Context: an optimization exercise on an open-source flow, tuned for small area. The choices shown serve that exercise and are no tape-out recipe.
In this exercise RTL edits were held to simulation tests only and were not proved equivalent to the original.
Power figures rest on the tool's default switching activity, not on a simulated workload.

===== design.v =====
`timescale 1ns / 1ps
module top (
    input wire  clk,
    input wire  i_reset,
    input wire  uart_txd_in,
    output wire uart_rxd_out
  );
  reg       q_uart, qq_uart, ck_uart, prev_in;
  reg [3:0] rx_bit;
  reg [3:0] rx_cnt;
  reg [7:0] rx_sh;
  reg       rx_start;
  reg       rx_valid;
  wire rxing   = rx_bit != 4'd9 && rx_bit != 4'd15;
  wire rx_done = rx_bit == 4'd9 && rx_cnt == 4'd8;
  always @(posedge clk) begin
    q_uart  <= uart_txd_in;
    qq_uart <= q_uart;
    ck_uart <= qq_uart;
    prev_in <= ck_uart;
  end
  always @(posedge clk)
    if (i_reset)
      rx_bit <= 4'd15;
    else if (rx_start)
      rx_bit <= 4'd0;
    else if (rx_done)
      rx_bit <= 4'd15;
    else if (rx_cnt == 4'd0 && rxing)
      rx_bit <= rx_bit + 4'd1;
  always @(posedge clk)
    if (rx_cnt == 4'd8 && rxing)
      rx_sh <= {ck_uart, rx_sh[7:1]};
  always @(posedge clk)
    if (i_reset || rx_start)
      rx_start <= 1'b0;
    else if (rx_bit == 4'd15 && !ck_uart && prev_in)
      rx_start <= 1'b1;
  always @(posedge clk)
    if (rx_valid)
      rx_valid <= 1'b0;
    else if (rx_done)
      rx_valid <= 1'b1;
  always @(posedge clk)
    if (rx_cnt == 4'd0 || rx_start)
      rx_cnt <= 4'd15;
    else
      rx_cnt <= rx_cnt - 4'd1;
  reg [7:0] rx_addr;
  always @(posedge clk)
    if (i_reset)
      rx_addr <= 8'd0;
    else if (rx_valid)
      rx_addr <= rx_addr + 8'd1;
  wire       rxv     = rx_valid && !i_reset;
  wire [5:0] rx_word = rx_addr[7:2];
  wire [1:0] rx_k    = rx_addr[1:0];
  reg        running;
  reg [5:0]  pcw;           
  reg [23:0] pch;           
  reg        wr_valid;
  reg [7:0]  wr_addr;       
  reg        wr_addr31;     
  reg [31:0] wr_data;
  wire [31:0] insn;         
  wire [31:0] ld_data;      
  wire mem_store = wr_valid && !wr_addr31;
  wire clash     = rxv && rx_word == wr_addr[5:0];
  wire st_en     = mem_store && !clash;
  wire [3:0] rx_ge_r = {rx_k <= 2'd3, rx_k <= 2'd2, rx_k <= 2'd1, rx_k == 2'd0};
  wire [31:0] rcol = {rx_k == 2'd3 ? rx_sh : 8'd0,
                      rx_k == 2'd2 ? rx_sh : 8'd0,
                      rx_k == 2'd1 ? rx_sh : 8'd0,
                      rx_k == 2'd0 ? rx_sh : 8'd0};
  reg  [31:0] mem [0:63];
  always @(posedge clk) begin
    if (st_en)
      mem[wr_addr[5:0]] <= wr_data;
    if (rxv)
      case (rx_k)
        2'd0: mem[rx_word]        <= {24'd0, rx_sh};
        2'd1: mem[rx_word][31:8]  <= {16'd0, rx_sh};
        2'd2: mem[rx_word][31:16] <= {8'd0, rx_sh};
        2'd3: mem[rx_word][31:24] <= rx_sh;
      endcase
  end
  wire [31:0] pc_rd  = mem[pcw];
  wire [31:0] ld_rd  = mem[wr_addr[7:2]];
  wire        pc_top = &pc_rd[31:28];
  assign insn    = pc_rd;
  assign ld_data = ld_rd;
  reg [2:0] cur_ones;
  reg       prev_ones;
  wire      rx_ones = &rx_sh;
  wire [3:0] wb_ones = {&wr_data[31:24], &wr_data[23:16], &wr_data[15:8], &wr_data[7:0]};
  always @(posedge clk)
    if (rxv)
      case (rx_k)
        2'd0: cur_ones <= {2'b00, rx_ones};
        2'd1: cur_ones <= {1'b0, rx_ones, cur_ones[0]};
        2'd2: cur_ones <= {rx_ones, cur_ones[1:0]};
        default: ;
      endcase
    else if (mem_store && wr_addr[5:0] == rx_word)
      cur_ones <= wb_ones[2:0];
  always @(posedge clk)
    if (rxv && rx_k == 2'd3)
      prev_ones <= rx_ones && &cur_ones;
    else if (mem_store && wr_addr[5:0] == rx_word - 6'd1)
      prev_ones <= &wb_ones;
  wire pc_zero = pcw == 6'd0 && pch == 24'd0;
  always @(posedge clk)
    if (i_reset)
      running <= 1'b0;
    else if (pc_top && &insn[27:0])
      running <= 1'b0;
    else if (rx_word != 6'd0 && prev_ones && pc_zero)
      running <= 1'b1;
  always @(posedge clk)
    if (i_reset) begin
      pcw <= 6'd0;
      pch <= 24'd0;
    end else if (running) begin
      pcw <= pcw + 6'd1;
      if (pcw == 6'd63)
        pch <= pch + 24'd1;
    end
  wire is_dp  = insn[27:26] == 2'b00;
  wire is_mov = is_dp && insn[24:21] == 4'b1101;
  wire is_mem = insn[27:26] == 2'b01;
  wire is_ld  = is_mem && insn[20];
  wire is_st  = is_mem && !insn[20];
  wire [3:0] idx_a = insn[26] ? insn[15:12] : insn[3:0];
  wire [3:0] idx_b = insn[19:16];
  wire [3:0] rd    = insn[15:12];
  wire [31:0] rf [0:15];
  reg  [31:0] port_a, port_b;
  integer j;
  always @* begin
    port_a = 32'hffffffff;
    port_b = 32'hffffffff;
    for (j = 0; j < 16; j = j + 1) begin
      port_a = port_a & (rf[j] | {32{idx_a != j}});
      port_b = port_b & (rf[j] | {32{idx_b != j}});
    end
  end
  wire [31:0] sh_val = insn[25] ? {24'd0, insn[7:0]} : port_a;
  wire [7:0]  sh_amt = insn[25] ? {4'd0, insn[11:8]} : insn[11:4];
  wire [31:0] sh_res = sh_amt[7:5] != 3'd0 ? 32'd0 : sh_val << sh_amt[4:0];
  wire        rf_we = running && (is_mov || is_ld);
  wire [31:0] rf_d  = is_ld ? ld_data : sh_res;
  genvar r;
  generate
    for (r = 0; r < 16; r = r + 1) begin : g_rf
      wire we = rf_we && rd == r;
      wire hold = !(rd[3:2] == r / 4) || !(rd[1:0] == r % 4 && rf_we);
      reg [31:0] q;
      always @(posedge clk)
        q <= ({32{we}} & rf_d) | ({32{hold}} & q);
      assign rf[r] = q;
    end
  endgenerate
  wire [12:0] lo13 = insn[23] ? {1'b0, port_b[11:0]} + {1'b0, insn[11:0]}
                              : {1'b0, port_b[11:0]} - {1'b0, insn[11:0]};
  wire        a31  = insn[23] ? port_b[31] ^ (lo13[12] && &port_b[30:12])
                              : port_b[31] ^ (lo13[12] && ~|port_b[30:12]);
  always @(posedge clk)
    if (i_reset)
      wr_valid <= 1'b0;
    else
      wr_valid <= running && is_st;
  always @(posedge clk)
    if (i_reset) begin
      wr_addr   <= 8'd0;
      wr_addr31 <= 1'b0;
    end else if (running && is_st) begin
      wr_addr   <= lo13[7:0];
      wr_addr31 <= a31;
    end
  always @(posedge clk) begin
    if (running && is_st)
      wr_data[7:0] <= port_a[7:0];
    wr_data[31:8] <= port_a[31:8];
  end
  wire tx_valid = wr_valid && wr_addr31;
  reg       r_wr, r_rd;
  reg [2:0] f_wp, f_rp;
  reg [7:0] fmem [0:7];
  reg [2:0] state;
  reg [3:0] tx_bit;
  reg [3:0] tx_cnt;
  reg       tx_out;
  localparam [2:0] S_IDLE = 3'd0, S_START = 3'd1, S_TXING = 3'd2, S_DONE = 3'd3, S_NEXT = 3'd4;
  wire f_full  = f_rp != 3'd0 && f_wp == f_rp - 3'd1;
  wire f_empty = f_wp == f_rp;
  wire ready_tx = tx_bit == 4'd15;
  wire start_tx = state == S_START;
  always @(posedge clk)
    if (i_reset)
      r_wr <= 1'b0;
    else if (r_wr)
      r_wr <= 1'b0;
    else if (!f_full && tx_valid)
      r_wr <= 1'b1;
  always @(posedge clk)
    if (i_reset)
      r_rd <= 1'b0;
    else if (r_rd)
      r_rd <= 1'b0;
    else if (state == S_DONE)
      r_rd <= 1'b1;
  always @(posedge clk)
    if (i_reset)
      f_wp <= 3'd0;
    else if (r_wr && !f_full)
      f_wp <= f_wp + 3'd1;
  always @(posedge clk)
    if (i_reset)
      f_rp <= 3'd0;
    else if (r_rd && !f_empty)
      f_rp <= f_rp + 3'd1;
  always @(posedge clk)
    if (r_wr && !f_full)
      fmem[f_wp] <= wr_data[7:0];
  always @(posedge clk)
    if (i_reset)
      state <= S_IDLE;
    else
      case (state)
        S_IDLE:  if (!f_empty && ready_tx) state <= S_START;
        S_START: state <= S_TXING;
        S_TXING: if (ready_tx) state <= S_DONE;
        S_DONE:  state <= S_NEXT;
        default: state <= S_IDLE;
      endcase
  reg  [7:0] tx_data;
  always @(posedge clk)
    if (!i_reset && start_tx)
      tx_data <= fmem[f_rp];
  wire       tx_nxt = tx_bit == 4'd0 ? 1'b0 : tx_data[tx_bit[2:0] - 3'd1];
  always @(posedge clk)
    if (i_reset) begin
      tx_out <= 1'b1;
      tx_bit <= 4'd15;
    end else if (start_tx)
      tx_bit <= 4'd0;
    else if (tx_cnt == 4'd0) begin
      if (tx_bit != 4'd9 && tx_bit != 4'd15) begin
        tx_bit <= tx_bit + 4'd1;
        tx_out <= tx_nxt;
      end else begin
        tx_out <= 1'b1;
        tx_bit <= 4'd15;
      end
    end
  always @(posedge clk)
    if (tx_cnt == 4'd0 || start_tx)
      tx_cnt <= 4'd15;
    else
      tx_cnt <= tx_cnt - 4'd1;
  assign uart_rxd_out = tx_out;
endmodule

===== flow/run.sh =====
#!/bin/bash
# The standard layout (standard.sh), except that the clock tree is built
# without dummy loads, from clkbuf_8 cells driving clusters of at most 12
# sinks within 60 um. ORFS writes each step's full log under orfs/logs;
# make's own output goes to flow_make.log in the work folder.
set -euo pipefail
export CTS_ARGS="-sink_clustering_enable -repair_clock_nets -dont_use_dummy_load -sink_clustering_size 12 -sink_clustering_max_diameter 60 -buf_list {sky130_fd_sc_hd__clkbuf_8}"
bash standard.sh > flow_make.log 2>&1

===== standard.sh =====
#!/bin/bash
# synth_recipe.tcl (not shown) runs the flow's synth.tcl, then flattens the netlist and writes it again
# the make line also repeats each setting of config.mk as NAME=value (left out here)
make -C /OpenROAD-flow-scripts/flow DESIGN_CONFIG=/design/flow/config.mk WORK_HOME=/design/flow/orfs CLKGATE_MAP_FILE= SYNTH_SCRIPT=/design/flow/synth_recipe.tcl "${@:-finish}"

===== config.mk =====
export PLATFORM = sky130hd
export DESIGN_NAME = top
export DESIGN_NICKNAME = top
export VERILOG_FILES = /design/flow/design.v
export SDC_FILE = /design/flow/constraint.sdc
export NUM_CORES = 4
export LEC_CHECK = 0
export CAP_MARGIN = 20
export CORE_MARGIN = 2
export CORE_UTILIZATION = 30
export PLACE_DENSITY = 0.45
export SLEW_MARGIN = 20

===== constraint.sdc =====
create_clock -name core_clock -period 10.0 [get_ports {clk}]
set_input_delay 2.0000 -clock core_clock [delete_from_list [all_inputs] [get_ports {clk}]]
set_output_delay 2.0000 -clock core_clock [all_outputs]
set_load 0.01 [all_outputs]

==> run notes <==
STA:
- The share of the clock period used by the worst path is 96.3%.
- At the pin with the least slew margin, the transition time is 1.26 ns.
- Hold timing on the final database bottoms out at a slack of 0.330 ns.
- The clock skew after layout is 0.197 ns.
- Setup violations remaining at the end of the flow were counted as 0.
- Adding up every negative setup slack in the final design gives 0 ns.
- The highest achievable clock rate is 104 MHz.
- The hold violation total from the final report is 0.
- Measured against its own limit, the worst slew margin works out to 15.9%.
- The max-slew violation total from the final report is 0.
- Setup repair after global routing left no endpoint under its margin.
- Subtracting the final worst setup slack from the clock period gives 9.63 ns.

Pwr:
- The worst ir drop on vdd is 0.116 mV.
- The part of the power in the clock network is 37.3%.
- The part of the power in combinational logic is 0.9%.
- The leakage power is 52.7 nW.
- The power per standard cell area is 120 nW/µm².
- The total power consumption of the routed design is 19.9 mW.
- The internal cell power is 15.3 mW.
- For this design the total switching power over the nets is 4.60 mW.
- In this run, flip-flops and latches consume 61.8% of the power.
- Net switching is 23.2% of the power.

Synth:
- Synthesis inferred 2771 register bits.
- The warning count from the yosys run is 1.
- After synthesis, the mean cell area works out to 12.1 µm².
- The number of library cell types mapped by synthesis is 113.
- Counting flops with an async set or reset pin after synthesis yields a share of 0%.
- The most used flip-flop cell after synthesis is edfxtp_1.
- When the netlist entered floorplanning its net count stood at 12700.
- The total standard cell area after synthesis is 153000 µm².
- Synthesis handed over a netlist of 12700 instances.
- The count of flip-flops with a built-in enable after synthesis is 2140.
- Sequential cells were found to cover 50.2% of the synthesized design area.

Cells and area:
- The footprint of the multi-input gates is 71300 µm².
- The net count of the finished layout is 12300.
- The library cell used most frequently in the layout, excluding fill and tap cells, is edfxtp_1.
- The top cell types in the final layout, fill and taps aside, are edfxtp_1 (2140), nand2_1 (2024), o21ai_0 (1774).
- The layout overhead on the synthesized area is 8.44%.
- The filler cell count in the final layout is 50500.
- The post-route netlist has 26.3% of its cells at a drive strength greater than 1.
- The total area of sequential cells is 77000 µm².

Global route:
- Entering global routing, the biggest net connects 98 pins.
- The number of antenna violations at the first check in global routing is 72.
- The via count of the first global-routing pass is 111000.
- The global-route wire length before repair is 966000 µm.
- In the global route stage, overall resource usage came out at 26.5%.
- After global routing the overflow that remains totals 0.

Routing:
- Detailed routing inserted a total of 117000 vias.
- The first TritonRoute pass finished after 9 iterations.
- The detailed router finished its first iteration with 17400 violations.
- The post-detailed-route DRC marker count is 0.
- The detail-routed net length per standard cell is 37.2 µm.
- Using the TritonRoute via totals, the vias-per-cell ratio works out to 6.15.
- The detail route stage leaves a number of antenna-violating nets equal to 0.
- The final layout contains routed wiring with a total length of 709000 µm.

Critical path:
- Of all nets on the critical path, the largest fanout is 41.
- The worst setup path is launched from a register.
- The setup slack of the most critical reg-to-reg path is 0.37 ns.
- The slowest library cell on the worst path is nand4_1.
- The worst setup path is of the reg -> reg kind.
- The endpoint identified for the worst register-to-register timing path is g_rf[7].q[24].
- Data on the critical path is required at its endpoint by 11.07 ns.
- The critical path contains buffers and inverters numbering 2 combined.
- The nature of the critical path endpoint is a register.
- The signal on the critical path passes through buf_12, inv_2, nand2_1, a32oi_1, nand4_1, a22oi_1, a22o_1, nand2_1, o22a_1, a41oi_1, nor3_1, o21ai_0, a21oi_1, a21oi_1, o211ai_2, mux2_2.
- The largest single stage delay on the critical path is 1.03 ns.
- Measured in cells, the most critical reg-to-reg path has a length of 16.
- The critical path arrival is 10.70 ns.
- The largest delay contributor family on the critical path is compound AO/OA/AOI/OAI gates.

Floorplanning:
- The vertical extent of the die is 719 µm.
- The die area is 517000 µm².
- The number of standard-cell rows in the floorplan is 262.
- In this run the count of I/O pins placed on the die edge is 4.
- For this configuration, the core starts out at a cell density of 30.1%.
- The die is 719 µm wide.
- The area of the placeable core is 509000 µm².

Run status:
- The run finished with no timing, DRC or antenna violations.

Clocking:
- TritonCTS built the clock tree.
- After clock tree synthesis, the repair step resized 0 gates.
- After clock tree synthesis, the setup repair step added 0 buffers.
- The count of hold buffers inserted by post-cts repair is 0.
- The number of buffers between clock root and the deepest sink is 4.
- The insertion delay to the later sink of the worst-skew pair is 1.29 ns.
- The H-tree was split into 5 levels.
- The root buffer selected by CTS is clkbuf_8.
- The number of buffers added by the clock tree synthesis step is 336.
- Counting every sink on the clock net gives 2771.
- The CTS clock-pin slew for the worst setup and hold paths is 0.07 ns.

Worst hold path:
- In this run the most critical hold path is launched from q_uart.
- The path with the worst hold slack has its endpoint at qq_uart.
- The count of cells along the worst hold path is 0.
- In this run the worst hold path is classified as reg -> reg.

Placement:
- The quantity of I/O buffers inserted on ports is 3.
- The estimated wirelength of the detail-placed design is 474000 µm.
- The final weighted congestion in routability-driven placement is 0.963.

Run:
- Across the run, the number of max-cap violations was 0.
==> logic make-up after synthesis <==
group / count (synthesis) / synth area share [%]
adder cells (fa/ha/maj): 39 / 0.323
AND/OR/NAND/NOR: 3288 / 9.06
XOR/XNOR: 73 / 0.417
flip-flops: 2771 / 50.2
multiplexers: 2228 / 25.2
buffers and inverters: 1332 / 3.80
AO/OA/AOI/OAI: 2955 / 11.1
==> sequential cells by signal, summed over array words and instances (netlist names), 3 cells and up, named ones only <==
register	flops
tx_data	8
mem	2048
rx_addr	8
rx_bit	4
rx_sh	8
f_wp	3
cur_ones	3
rx_cnt	4
fmem	64
state	3
wr_data	32
g_rf.q	512
wr_addr	8
tx_bit	4
pch	24
f_rp	3
tx_cnt	4
pcw	6
==> worst max-delay path by stage <==
stage                          end  slack (ns)  startpoint  depth (start not counted)
floorplan                wr_addr31        3.20    register                         34
global placement     g_rf[1].q[28]        1.25    register                         16
detailed placement   g_rf[9].q[28]        1.15    register                         16
CTS                 g_rf[10].q[17]        1.11    register                         17
global route        g_rf[10].q[17]        0.56    register                         17
finish               g_rf[7].q[24]        0.37    register                         16
==> area by class of cell <==
cell class | instances | share of cell area, %
multi-input combinational | 8583 | 42.9
tap | 6732 | 5.07
antenna | 73 | 0.110
inverter | 52 | 0.121
clock buffer | 336 | 2.78
sequential | 2771 | 46.3
timing repair buffer | 543 | 2.71
==> routing by layer <==
metal	share of wire (%)	GRT usage, %	routed length [µm]	vias to the layer above
li1	-	-	-	47900
met1	40	35.4	282000	60100
met2	43	39.1	306000	7649
met3	11	7.30	78700	1725
met4	6.0	14.1	42700	48
met5	0.057	0.120	406	-
==> metrics by stage <==
stage	worst slack [ns]	area [µm²]	cells	utilization (%)
CTS	1.11	166000	19000	32.6
finish	0.367	166000	19100	32.7
global route	0.560	166000	19000	32.6
global placement	1.25	161000	18700	31.7
floorplan	3.20	153000	12700	-
detailed placement	1.15	161000	18700	31.7
==> synth_stat cells, types with 46 or more instances <==
master	number	area [µm²]
edfxtp_1	2140	64300
nand2_1	2075	7790
o21ai_0	1870	9360
mux4_2	1213	27300
clkbuf_1	898	3370
mux2_2	857	9650
dfxtp_1	631	12600
nor2_1	529	1990
o22ai_1	329	2060
a21oi_1	221	1110
nor3_1	190	951
buf_2	153	766
mux2i_1	151	1510
nand4_1	124	776
buf_1	120	450
nand3_1	82	410
nor4_1	72	450
buf_4	57	428
a22oi_1	56	420
a31oi_1	52	325
buf_6	46	518
==> power by group through the flow <==
stage,logic (mW),clock network [mW],registers (mW)
4_1_cts,0.184,7.51,12.3
5_1_grt,0.205,7.85,12.3
2_1_floorplan,0.116,0,12.5
3_5_place_dp,0.184,0,12.5
3_3_place_gp,0.181,0,12.5
6_report,0.188,7.41,12.3

separate check: timing with driven ports:
The flow's constraints put no driver on any port. The routed layout listed below was extracted and timed again, unchanged, in two steps.
Step 1: set_driving_cell puts a clkbuf_16 on clk and a buf_2 on each other input, an assumption about the parent block.
Step 2 also shifts input and output timing later by t, the mid clock arrival at the registers, as if the neighbouring blocks saw the same clock.
Slacks: no drivers / after step 1 / after step 2; pairs: no drivers / after step 1.
t, ns: 1.317
setup slack, ns: 0.367 / 0.367 / 0.367
worst slew at a driven data input, ns: 0.03
After both steps setup and hold are still met in this run. The setup slack of this run moves by 0.000 ns with the drivers and by 0.000 ns with both steps.
